This design comes from an exercise in tuning for small area on the open sky130 flow, not from production work. No functional check of the RTL was part of this run. No activity file was given, so power comes from the tool's default toggle rates.

File: flow/run.sh
#!/bin/bash
# synth_recipe.tcl (not shown) runs the flow's synth.tcl, then flattens the netlist and writes it again
# the make line also repeats each setting of config.mk as NAME=value (left out here)
make -C /OpenROAD-flow-scripts/flow DESIGN_CONFIG=/design/flow/config.mk WORK_HOME=/design/flow/orfs CLKGATE_MAP_FILE= SYNTH_SCRIPT=/design/flow/synth_recipe.tcl finish
File: flow/config.mk
export PLATFORM = sky130hd
export DESIGN_NAME = labyrinth_car
export DESIGN_NICKNAME = labyrinth_car
export VERILOG_FILES = /design/flow/design.v
export SDC_FILE = /design/flow/constraint.sdc
export NUM_CORES = 4
export LEC_CHECK = 0
export CAP_MARGIN = 20
export CORE_MARGIN = 2
export CORE_UTILIZATION = 40
export SLEW_MARGIN = 20
File: flow/constraint.sdc
create_clock -name core_clock -period 10.0 [get_ports {clk}]
set_input_delay 2.0000 -clock core_clock [delete_from_list [all_inputs] [get_ports {clk}]]
set_output_delay 2.0000 -clock core_clock [all_outputs]
set_load 0.01 [all_outputs]
File: flow/design.v
module UART_Tx
(
   input       i_Clock		,
   input       i_Reset		,	 
   input       i_TX_DV		,
   input [7:0] i_TX_Byte	,
   output reg  o_TX_Serial	,
   output      o_TX_Done
 );
  parameter CLKS_PER_BIT =       5;
  parameter IDLE         =  3'b000;
  parameter TX_START_BIT =  3'b001;
  parameter TX_DATA_BITS =  3'b010;
  parameter TX_STOP_BIT  =  3'b011;
  parameter CLEANUP      =  3'b100;
  reg [ 2:0] r_SM_Main     ;
  reg [12:0] r_Clock_Count ;
  reg [ 2:0] r_Bit_Index   ;
  reg [ 7:0] r_TX_Data     ;
  reg        r_TX_Done     ;
  reg        r_TX_Active   ;
  always @(posedge i_Clock)
  begin
    if (i_Reset)
    begin
      r_SM_Main     <= IDLE;
      r_Clock_Count <= 0;
      r_Bit_Index   <= 0;
      r_TX_Data     <= 0;
      r_TX_Done     <= 1'b0;
      r_TX_Active   <= 1'b0;
      o_TX_Serial   <= 1'b1;
    end
    else
    case (r_SM_Main)
      IDLE :
        begin
          o_TX_Serial   <= 1'b1;          
          r_TX_Done     <= 1'b0;
          r_Clock_Count <= 0;
          r_Bit_Index   <= 0;
          if (i_TX_DV)
          begin
            r_TX_Active <= 1'b1;
            r_TX_Data   <= i_TX_Byte;
            r_SM_Main   <= TX_START_BIT;
          end
          else
            r_SM_Main <= IDLE;
        end  
      TX_START_BIT :
        begin
          o_TX_Serial <= 1'b0;
          if (r_Clock_Count < CLKS_PER_BIT-1)
          begin
            r_Clock_Count <= r_Clock_Count + 1;
            r_SM_Main     <= TX_START_BIT;
          end
          else
          begin
            r_Clock_Count <= 0;
            r_SM_Main     <= TX_DATA_BITS;
          end
        end  
      TX_DATA_BITS :
        begin
          o_TX_Serial <= r_TX_Data[r_Bit_Index];
          if (r_Clock_Count < CLKS_PER_BIT-1)
          begin
            r_Clock_Count <= r_Clock_Count + 1;
            r_SM_Main     <= TX_DATA_BITS;
          end
          else
          begin
            r_Clock_Count <= 0;
            if (r_Bit_Index < 7)
            begin
              r_Bit_Index <= r_Bit_Index + 1;
              r_SM_Main   <= TX_DATA_BITS;
            end
            else
            begin
              r_Bit_Index <= 0;
              r_SM_Main   <= TX_STOP_BIT;
            end
          end
        end  
      TX_STOP_BIT :
        begin
          o_TX_Serial <= 1'b1;
          if (r_Clock_Count < CLKS_PER_BIT-1)
          begin
            r_Clock_Count <= r_Clock_Count + 1;
            r_SM_Main     <= TX_STOP_BIT;
          end
          else
          begin
            r_TX_Done     <= 1'b1;
            r_Clock_Count <= 0;
            r_SM_Main     <= CLEANUP;
            r_TX_Active   <= 1'b0;
          end
        end  
      CLEANUP :
        begin
          r_TX_Done <= 1'b1;
          r_SM_Main <= IDLE;
        end
      default :
        r_SM_Main <= IDLE;
    endcase
  end
  assign o_TX_Done   = r_TX_Done;
endmodule
module hcsr04
(
	input  					clk			,
	input  					rst			,	 
	input  					echoPin		,	 
	output reg 				trigPin		,	 
	output wire [11:0]	o_distance	, 	 
	output reg 				M_end				 
);
localparam [11:0] TRIG_LEN    = 12'd5;      
localparam [11:0] PERIOD      = 12'd3000;   
localparam [11:0] COUNTER_1CM = 12'd4;      
reg [11:0] 	counter			 ;  
reg [11:0]	echoHighCounter ;  
reg [11:0]  distance;
reg [11:0]  cnt_n;
reg [11:0]  dist_n;
reg         mend_n;
always@(posedge clk)
begin
	if (rst)
	begin
		counter         <= 0;
		echoHighCounter <= 0;
		distance        <= 0;
		M_end           <= 0;
		trigPin         <= 0;
	end
	else
	begin
		cnt_n  = counter + 1;
		dist_n = distance;
		mend_n = M_end;
		if(cnt_n <= TRIG_LEN)
			trigPin <= 1;
		else
			trigPin <= 0;
		if(echoPin)
			echoHighCounter <= echoHighCounter + 1;
		else
		begin
			if(echoHighCounter!=0)
			begin
				dist_n = echoHighCounter;
				echoHighCounter <= 0;
				if(dist_n >= 5*COUNTER_1CM && dist_n <= 180*COUNTER_1CM) mend_n = 1;
				else mend_n = 0;
			end
		end
		if(cnt_n == PERIOD)
		begin
			cnt_n  = 0;
			mend_n = 0;
		end
		counter  <= cnt_n;
		distance <= dist_n;
		M_end    <= mend_n;
	end
end
assign o_distance = distance;
endmodule
module PWM_generator
(
	input 					clk	,
	input 					rst	,	 
	input  		[27:0] 	duty	,	 
	output reg 	[ 3:0] 	IN			 
);
reg [12:0] counter;
reg [12:0] cnt_n;
always@(posedge clk)
begin
	if (rst)
	begin
		counter <= 0;
		IN      <= 4'b0000;
	end
	else
	begin
		cnt_n = counter + 1;
		if(cnt_n <= 62*duty[6:0])
			IN[0] <= 1;
		else
			IN[0] <= 0;
		if(cnt_n <= 62*duty[13:7])
			IN[1] <= 1;
		else
			IN[1] <= 0;
		if(cnt_n <= 62*duty[20:14])
			IN[2] <= 1;
		else
			IN[2] <= 0;
		if(cnt_n <= 62*duty[27:21])
			IN[3] <= 1;
		else
			IN[3] <= 0;
		if(cnt_n == 6200)
			counter <= 0;
		else
			counter <= cnt_n;
	end
end
endmodule
module algoritamKretanja
(
	input 				clk,
	input 				rst,		 
	input 		 [11:0] USR,		 
	input 		 [11:0]	USL,		 
	input 		 [11:0]	USM,		 
	input 				endR,		 
	input 				endL,		 
	input 				endM,		 
	output 	reg			TxEnable,	 
	output 	reg [ 7:0] 	TxData,		 
	output 	reg [27:0]	duty,		 
	output 	reg led,
	output 	reg buzzer
);
localparam [16:0] IDLE_WAIT     = 17'd50000;    
localparam [16:0] SENDINIT_WAIT = 17'd105;      
localparam [ 6:0] SENDINIT_MSG2 = 7'd100;       
localparam [ 6:0] SENDINIT_END  = 7'd101;
localparam [16:0] WAIT_LEFT     = 17'd3001;     
localparam [11:0] SEND_PERIOD   = 12'd3000;     
localparam [16:0] straight      = 17'd70500;    
localparam [16:0] turningTime   = 17'd55000;    
localparam [16:0] pause         = 17'd50000;    
localparam [16:0] turnTime      = 17'd80000;    
localparam [16:0] END_BLINK     = 17'd25000;    
localparam [ 5:0] numberOfMeasures = 6'd32;     
localparam        SHIFT         = 2;            
reg [16:0] 	statesCounter 	 ;	 
reg [11:0] 	counterSending 	 ;	 
reg [ 6:0] 	countSendingINIT ;	 
reg [16:0]  countSendingTurns;	 
reg [ 7:0] distanceL ;
reg [ 7:0] distanceD ;
reg [ 7:0] distanceS ;
reg [ 7:0]  initS	 ;		 
reg 		initEnd	 ;		 
reg [ 5:0]  NMeasures;		 
reg [13:0]	sum		 ;		 
reg [ 2:0] 	STATE;
parameter IDLE 				= 3'b000;
parameter INIT 				= 3'b001;
parameter sendingINIT 		= 3'b010;
parameter STRAIGHT 			= 3'b011;
parameter turningRIGHT 		= 3'b100;
parameter turningLEFT		= 3'b101;
parameter TURN 				= 3'b110;
parameter END 				= 3'b111;
parameter initialization 	= 3'd1;
parameter turnedRight 		= 3'd2;
parameter turnedLeft 		= 3'd3;
parameter turned 			= 3'd4;
reg [7:0] turns;	 
reg [7:0] turning;	 
reg [2:0] index;	 
wire rightBigger;
wire leftBigger;
wire centralSmaller9;
wire centralBigger43;
assign rightBigger = distanceD > 21;
assign leftBigger = distanceL > 21;
assign centralBigger43 = distanceS > 43;
assign centralSmaller9 = distanceS <= 9;
reg endR_q, endL_q, endM_q;
reg [ 5:0] nm_n;
reg [ 7:0] ds_n;
reg [13:0] sum_n;
always@(posedge clk)
begin
	if (rst)
	begin
		endR_q    <= 0;
		endL_q    <= 0;
		endM_q    <= 0;
		distanceD <= 0;
		distanceL <= 0;
		distanceS <= 0;
		NMeasures <= 0;
		sum       <= 0;
		initS     <= 0;
		initEnd   <= 0;
	end
	else
	begin
		endR_q <= endR;
		endL_q <= endL;
		endM_q <= endM;
		if (endR && !endR_q)
			distanceD <= USR >> SHIFT;
		if (endL && !endL_q)
			distanceL <= USL >> SHIFT;
		if (endM && !endM_q)
		begin
			if(STATE == INIT)
			begin
				nm_n  = NMeasures + 1;
				ds_n  = USM >> SHIFT;
				sum_n = sum + ds_n;
				NMeasures <= nm_n;
				distanceS <= ds_n;
				sum       <= sum_n;
				if(nm_n == numberOfMeasures)
				begin
					initS   <= sum_n >> 5;	 
					initEnd <= 1;
				end
			end
			else
			begin
				sum       <= 0;
				NMeasures <= 0;
				distanceS <= USM >> SHIFT;
				initEnd   <= 0;
			end
		end
	end
end
reg [16:0] sc_n;
reg [ 2:0] idx_n;
reg [ 7:0] turns_n;
reg [ 7:0] turning_n;
always@(posedge clk)
begin
	if (rst)
	begin
		STATE         <= IDLE;
		duty          <= 28'd0;
		statesCounter <= 0;
		index         <= 0;
		turns         <= 0;
		turning       <= 0;
		led           <= 0;
		buzzer        <= 0;
	end
	else
	begin
		sc_n      = statesCounter;
		idx_n     = index;
		turns_n   = turns;
		turning_n = turning;
		case(STATE)
			IDLE:
			begin
				sc_n = statesCounter + 1;
				duty <= {7'd0, 7'd0, 7'd0, 7'd0};
				if(sc_n == IDLE_WAIT)
				begin
					STATE <= INIT;
					sc_n  = 0;
				end
			end
			INIT:
			begin
				duty <= {7'd0, 7'd0, 7'd0, 7'd0};
				if(initEnd) STATE <= sendingINIT;
			end
			sendingINIT:
			begin
				duty <= {7'd0, 7'd0, 7'd0, 7'd0};
				sc_n = statesCounter + 1;
				if(statesCounter == SENDINIT_WAIT)
				begin
					STATE <= STRAIGHT;
					sc_n  = 0;
				end
			end
			STRAIGHT:
			begin
				if(turning[index]==0)
				begin
					if(!leftBigger && !rightBigger && !centralSmaller9) followLeft;
					else if(leftBigger && centralBigger43 && distanceD > 11 && !rightBigger) STATE <= END;
					else if(leftBigger || rightBigger)
					begin
						if(centralBigger43)		 
						begin
							idx_n = index + 1;
							turning_n[idx_n] = 0;
							turns_n[idx_n] = leftBigger ? 1'b0 : 1'b1;
						end
						STATE <= leftBigger ? turningLEFT : turningRIGHT;
					end
					else if(!leftBigger && !rightBigger && centralSmaller9)
						STATE <= TURN;
				end
				else	 
				begin
					case({rightBigger, leftBigger, centralBigger43})
						3'b110:
						begin
							idx_n = index - 1;
							if(turns[index] == 1)
								STATE <= turningRIGHT;
							else
								STATE <= turningLEFT;
						end
						3'b100: STATE <= turningRIGHT;
						3'b010:
						begin
							sc_n = statesCounter + 1;
							if(sc_n == WAIT_LEFT)
							begin
								STATE <= turningLEFT;
								sc_n  = 0;
							end
						end
						3'b000:
						begin
							if(centralSmaller9) STATE <= TURN;
						end
						3'b101, 3'b001: followLeft;
						3'b011: followRight;
						default: ;
					endcase
				end
			end
			turningLEFT:
			begin
				sc_n = statesCounter + 1;
				if(statesCounter <= straight)
					duty <= {7'd60, 7'd60, 7'd0, 7'd0};
				else if(statesCounter > straight && statesCounter < straight + turningTime)
					duty <= {7'd80, 7'd0, 7'd0, 7'd0};
				else if (statesCounter == straight + turningTime)
				begin
					sc_n  = 0;
					STATE <= IDLE;
					duty  <= {7'd0, 7'd0, 7'd0, 7'd0};
				end
			end
			turningRIGHT:
			begin
				sc_n = statesCounter + 1;
				if(statesCounter <= straight)
					duty <= {7'd60, 7'd60, 7'd0, 7'd0};
				else if(statesCounter > straight && statesCounter < straight + turningTime)
					duty <= {7'd0, 7'd80, 7'd0, 7'd0};
				else if (statesCounter == straight + turningTime)
				begin
					sc_n  = 0;
					STATE <= IDLE;
					duty  <= {7'd0, 7'd0, 7'd0, 7'd0};
				end
			end
			TURN:
			begin
				sc_n = statesCounter + 1;
				if(statesCounter <= pause)
					duty <= {7'd0, 7'd0, 7'd0, 7'd0};
				else if(statesCounter > pause && statesCounter < pause + turnTime)
					duty <= {7'd0, 7'd65, 7'd75, 7'd0};
				else if (statesCounter == pause + turnTime)
				begin
					sc_n  = 0;
					STATE <= IDLE;
					turning_n[index] = 1;
				end
			end
			END:
			begin
				duty <= {7'd0, 7'd0, 7'd0, 7'd0};
				sc_n = statesCounter + 1;
				if(statesCounter == END_BLINK)
				begin
					led    <= !led;
					buzzer <= !buzzer;
					sc_n   = 0;
				end
			end
			default:
				STATE <= IDLE;
		endcase
		statesCounter <= sc_n;
		index         <= idx_n;
		turns         <= turns_n;
		turning       <= turning_n;
	end
end
task followLeft;
	begin
		if(distanceL == 11)	  duty <= {7'd55, 7'd55, 7'd0, 7'd0};
		if(distanceL < 11) 	  duty <= {7'd55, 7'd65, 7'd0, 7'd0};
		else if(distanceL > 11) duty <= {7'd65, 7'd55, 7'd0, 7'd0};
	end
endtask
task followRight;
	begin
		if(distanceD == 11)	  duty <= {7'd55, 7'd55, 7'd0, 7'd0};
		if(distanceD < 11) 	  duty <= {7'd65, 7'd55, 7'd0, 7'd0};
		else if(distanceD > 11) duty <= {7'd55, 7'd65, 7'd0, 7'd0};
	end
endtask
reg [ 6:0] csi_n;
reg [16:0] cst_n;
always@(posedge clk)
begin
	if (rst)
	begin
		TxEnable          <= 0;
		TxData            <= 0;
		counterSending    <= 0;
		countSendingINIT  <= 0;
		countSendingTurns <= 0;
	end
	else
	case(STATE)
		sendingINIT:
		begin
			csi_n = countSendingINIT + 1;
			countSendingINIT <= csi_n;
			if(csi_n == 1)
			begin
				TxData 	<= initialization;
				TxEnable <= 1;
			end
			else if(csi_n == SENDINIT_MSG2)
			begin
				TxData 	<= initS;
				TxEnable <= 1;
			end
			else if(csi_n == SENDINIT_END)
			begin
				TxEnable 		 <= 0;
				counterSending	 <= 0;
			end
			else TxEnable <= 0;
		end
		STRAIGHT:
		begin
			countSendingTurns <= 0;
			if(counterSending == SEND_PERIOD)
			begin
				TxData 			 <= distanceS;
				TxEnable 		 <= 1;
				counterSending	 <= 0;
				countSendingINIT <= 0;
			end
			else
			begin
				counterSending <= counterSending + 1;
				TxEnable <= 0;
			end
		end
		turningLEFT, turningRIGHT:
		begin
			cst_n = countSendingTurns + 1;
			countSendingTurns <= cst_n;
			if(cst_n <= straight)	 
			begin
				if(counterSending == SEND_PERIOD)
				begin
					TxData 			<= distanceS;
					TxEnable 		<= 1;
					counterSending	<= 0;
				end
				else
				begin
					counterSending <= counterSending + 1;
					TxEnable <= 0;
				end
			end
			else
			begin
				if(TxData != ((STATE == turningLEFT) ? turnedLeft : turnedRight))	 
				begin
					TxData 	<= (STATE == turningLEFT) ? turnedLeft : turnedRight;
					TxEnable <= 1;
				end
				else TxEnable <= 0;
			end
		end
		TURN:
		begin
			if(TxData != turned)
			begin
				TxData 	<= turned;
				TxEnable <= 1;
			end
			else TxEnable <= 0;
		end
		default: ;
	endcase
end
endmodule
module labyrinth_car
(
	input  		 clk	,
	input  		 rst	,	 
	input  		 echoR,
	input  		 echoL,
	input  		 echoM,
	output 		 trigR,	 
	output 		 trigL,
	output 		 trigM,
	output 		 Tx	,
	output [3:0] motors_PWM,
	output 		 led,
	output 		 buzzer
);
wire [ 7:0] dataTransmit;
wire 			TxEnable 	;
wire [11:0] distanceR	;
wire [11:0] distanceL	;
wire [11:0] distanceM	;
wire 			endR 			;
wire 			endL			;
wire 			endM			;
wire [27:0]	duty			;
UART_Tx UART_Transmitter(
	.i_Clock(clk)        	,
	.i_Reset(rst)        	,
	.i_TX_DV(TxEnable)     	,
	.i_TX_Byte(dataTransmit),
	.o_TX_Serial(Tx) 		,
	.o_TX_Done()
);
algoritamKretanja AK
(
	.clk(clk)		,
	.rst(rst)		,
	.USR(distanceR),
	.USL(distanceL),
	.USM(distanceM),
	.endR(endR)		,
	.endL(endL)		,
	.endM(endM)		,
	.TxEnable(TxEnable)	,
	.TxData(dataTransmit),
	.duty(duty),
	.led(led),
	.buzzer(buzzer)
);
hcsr04 UltrasonicR
(
	.clk(clk)		,
	.rst(rst)		,
	.echoPin(echoR),
	.trigPin(trigR),
	.o_distance(distanceR),
	.M_end(endR)
);
hcsr04 UltrasonicL
(
	.clk(clk)		,
	.rst(rst)		,
	.echoPin(echoL),
	.trigPin(trigL),
	.o_distance(distanceL),
	.M_end(endL)
);
hcsr04 UltrasonicM
(
	.clk(clk)		,
	.rst(rst)		,
	.echoPin(echoM),
	.trigPin(trigM),
	.o_distance(distanceM),
	.M_end(endM)
);
PWM_generator PWM
(
	.clk(clk)	,
	.rst(rst)	,
	.duty(duty)	,
	.IN(motors_PWM)
);
endmodule
==> results.cfg <==
[drt]
vias = 16700
post_drt_wl_per_cell_um = 14.6
drtIter0Drc = 1159
vias_per_cell = 5.37
drcViolationCount = 0
wirelength_mm = 45.5
ant_nets = 0
drt_pass1_iterations = 6

[cts]
root_buffer = clkbuf_16
cts_setup_buffers = 0
cts_tree = yes
cts_inserted_buffers = 39
htreeDepth = 2
clock_latency_ps = 550
postCtsResizedCells = 0
clk_pin_slew_ps = 60
clock_sinks = 316
clk_path_buf_depth = 3
ctsHoldBuffers = 0

[sta]
finalClockSkew_ps = 12.1
slew_headroom_pct = 28.1
setup_violations = 0
max_freq_mhz = 199
timing.final.crit_share_pct = 50.3
hold_viol = 0
holdWs_ps = 456
finalCriticalPeriod_ps = 5030
drv_slew = 0
fin_tns_setup_ps = 0
tightest_slew_ps = 1080
grt_setup_unrepaired = no

[power]
p_sw_share_pct = 28.6
p_clk_share_pct = 42.8
p_int_uw = 2530
pwr_density_cell_nw_per_um2 = 159
switching_power_uw = 1010
power_leakage_uw = 0.00890
vdd_ir_drop_max_uv = 100
power.share.sequential_pct = 39.1
combPwrFrac_pct = 18.1

[yosys]
ys.flop_type = dfxtp_1
yosysWarnings = 4
synthCells = 2462
async_flop_share_pct = 0
synth_cell_types = 83
synth_nets = 2692
yosysSeqAreaShare_pct = 31.2
synth_seq_cells = 316
synthesis.area_um2 = 20300
syn_area_per_cell_um2 = 8.25
synth_enable_flop_cells = 0

[layout]
drive_above_1_share_pct = 4.64
insertedDiodeCount = 0
multiInputGateArea_um2 = 12900
nFillCells = 4905
layout.nets = 2639
seqCellArea_um2 = 6330
syn_to_final_growth_pct = 9.82

[floorplan]
start_util_pct = 40.5
core_um2 = 50200
num_rows = 82
die_h_um = 229
die_w_um = 229
num_io_pins = 15
die-area_um2 = 52600

[status]
status = timing/DRC/antenna clean

[worst_setup_path]
arrival_ps = 5490
endpoint_kind = flip-flop
worst-setup-path-type = flip-flop to flip-flop
r2r_cells = 21
start_kind = flip-flop
critPathRequiredTime_ps = 10460
crit_path_max_fanout = 5

[run]
cap_violations = 0

[worst_hold_path]
hp-class = flip-flop to flip-flop
min_delay_path_depth = 1

[place]
gp_congestion = 0.833
place.port_buffers = 14
dp_hpwl_mm = 32.1

[global_route]
grt_pass1_wl_mm = 77.6
grt_start_max_net_pins = 82
antenna_found_initial = 0
grt_pass1_vias = 15900
grt.overflow.total = 0
gr-usage-all-layers_pct = 17.3
cell families after synthesis:
kind of cell / Yosys count / synth area share, %
simple gates: 918 / 22.2
compound gates: 521 / 15.8
flops: 316 / 31.2
buf+inv: 284 / 5.43
fa+ha+maj: 225 / 16.0
xor+xnor: 134 / 5.78
mux: 64 / 3.65
cells in the mapped netlist (13+ instances only):
cell type  count  area [um2]
mux2i_1       47         470
nor4_1        17         106
a31oi_1       29         181
dfxtp_1      316        6330
a22oi_1       18         135
nand3_1      103         515
or3_1         27         169
a21o_1        28         210
and3_1        50         313
buf_2         20         100
fa_1          57        1140
nand2_1      209         785
nand4_1       31         194
xor2_1        60         526
a311oi_1      13         114
o21a_1        28         210
nor3_1        57         285
nand2b_1      23         144
a21oi_1      191         956
o21ai_0      107         536
ha_1         168        2100
nor2_1       276        1040
xnor2_1       74         648
inv_1        164         616
a211oi_1      22         165
nor2b_1       34         213
clkbuf_1      89         334
area by class of cell:
| cell class | count | area share (%) |
|---|---|---|
| well taps | 672 | 3.77 |
| repair buffers | 25 | 1.00 |
| inverters | 165 | 2.78 |
| multi-input cells | 1862 | 57.9 |
| clock buffers | 50 | 4.88 |
| flip-flops and latches | 316 | 28.4 |
| clock inverters | 18 | 1.31 |
path summary, 6_finish.rpt:
check | start | end | slack (ps)
worst max-delay path | AK.duty[2] | PWM.IN[0] | 4970
worst min-delay path | UltrasonicM.counter[0] | UltrasonicM.counter[0] | 460
worst max register to register | AK.duty[2] | PWM.IN[0] | 4970
worst min register to register | UltrasonicM.counter[0] | UltrasonicM.counter[0] | 460
flip-flops by register name, indices dropped and copies added, names as in the netlist, 13 cells and up:
| register | cells |
|---|---|
| AK.duty | 28 |
| AK.countSendingTurns | 17 |
| AK.statesCounter | 17 |
| AK.sum | 13 |
| PWM.counter | 13 |
| UART_Transmitter.r_Clock_Count | 13 |
layer usage:
layer  global-route usage (%)  up-vias  part of all wire, %
met5                        0        -                    0
met4                     4.46        0                  1.8
met3                     2.65       59                  3.5
met2                     29.2      243                   47
met1                     22.9     7877                   48
li1                         -     8502                    -
metrics by stage:
step	area (um2)	total power (uW)	setup WS (ps)	util, %	cells
6_report	22300	3540	4970	44.4	3108
2_1_floorplan	20300	1880	5350	-	2462
5_1_grt	22300	3740	4660	44.4	3108
3_5_place_dp	20900	2040	4960	41.7	3040
4_1_cts	22300	3590	4960	44.4	3108
3_3_place_gp	20900	2030	5140	41.7	3040
placed cells by master (no fill, tap or decap), types with 33 or more instances in the layout:
cell type | synthesis | final
nor3_1 | 57 | 56
and3_1 | 50 | 50
o21ai_0 | 107 | 104
nand3_1 | 103 | 103
nand2_1 | 209 | 209
inv_1 | 164 | 163
xnor2_1 | 74 | 74
clkbuf_16 | 0 | 39
ha_1 | 168 | 168
a21oi_1 | 191 | 191
nor2_1 | 276 | 276
xor2_1 | 60 | 60
mux2i_1 | 47 | 47
dfxtp_1 | 316 | 316
fa_1 | 57 | 57
nor2b_1 | 34 | 33
power by group through the flow:
| stage | Combinational, uW | Sequential, uW | Clock, uW |
|---|---|---|---|
| after floorplan | 507 | 1380 | 0 |
| after global placement | 618 | 1410 | 0 |
| after detailed placement | 633 | 1410 | 0 |
| after CTS | 639 | 1380 | 1570 |
| after global routing | 729 | 1390 | 1620 |
| final | 641 | 1380 | 1520 |
worst max-delay path: stages, from the launching register on:
cell and delay [ps]:
dfxtp_1 440, fa_1 510, fa_1 580, inv_1 80, fa_1 510, inv_1 40, ha_1 300, nor2b_1 140
o21ai_0 220, a21oi_1 110, o21ai_0 150, nand2b_1 110, a21o_1 180, a21oi_1 160, xor2_1 90, ha_1 300
and4_1 250, nand4_1 100, or3_1 330, nand2_1 80, a21oi_1 40, a211oi_1 210

[re-timing with driven ports]
How much do the figures lean on ideal ports? The routed layout below was timed once more, with nothing changed but the port constraints. Step 1 sets driving cells, clkbuf_16 on the clock port and buf_2 on the other inputs (assumed; they add their load-dependent delay and slew). Step 2 also shifts input and output timing later by t, the mid clock arrival at the registers, as if the neighbouring blocks saw the same clock. Slacks: no drivers / after step 1 / after step 2; pairs: no drivers / after step 1.
shift t [ns]: 0.609
slack for setup (ns): 4.974 / 4.974 / 4.974
worst setup path after step 2: register to register
pins driven straight from the clock port: 1
After both steps this run still meets setup and hold. The setup slack of this run moves by 0.000 ns with the drivers and by 0.000 ns with both steps.
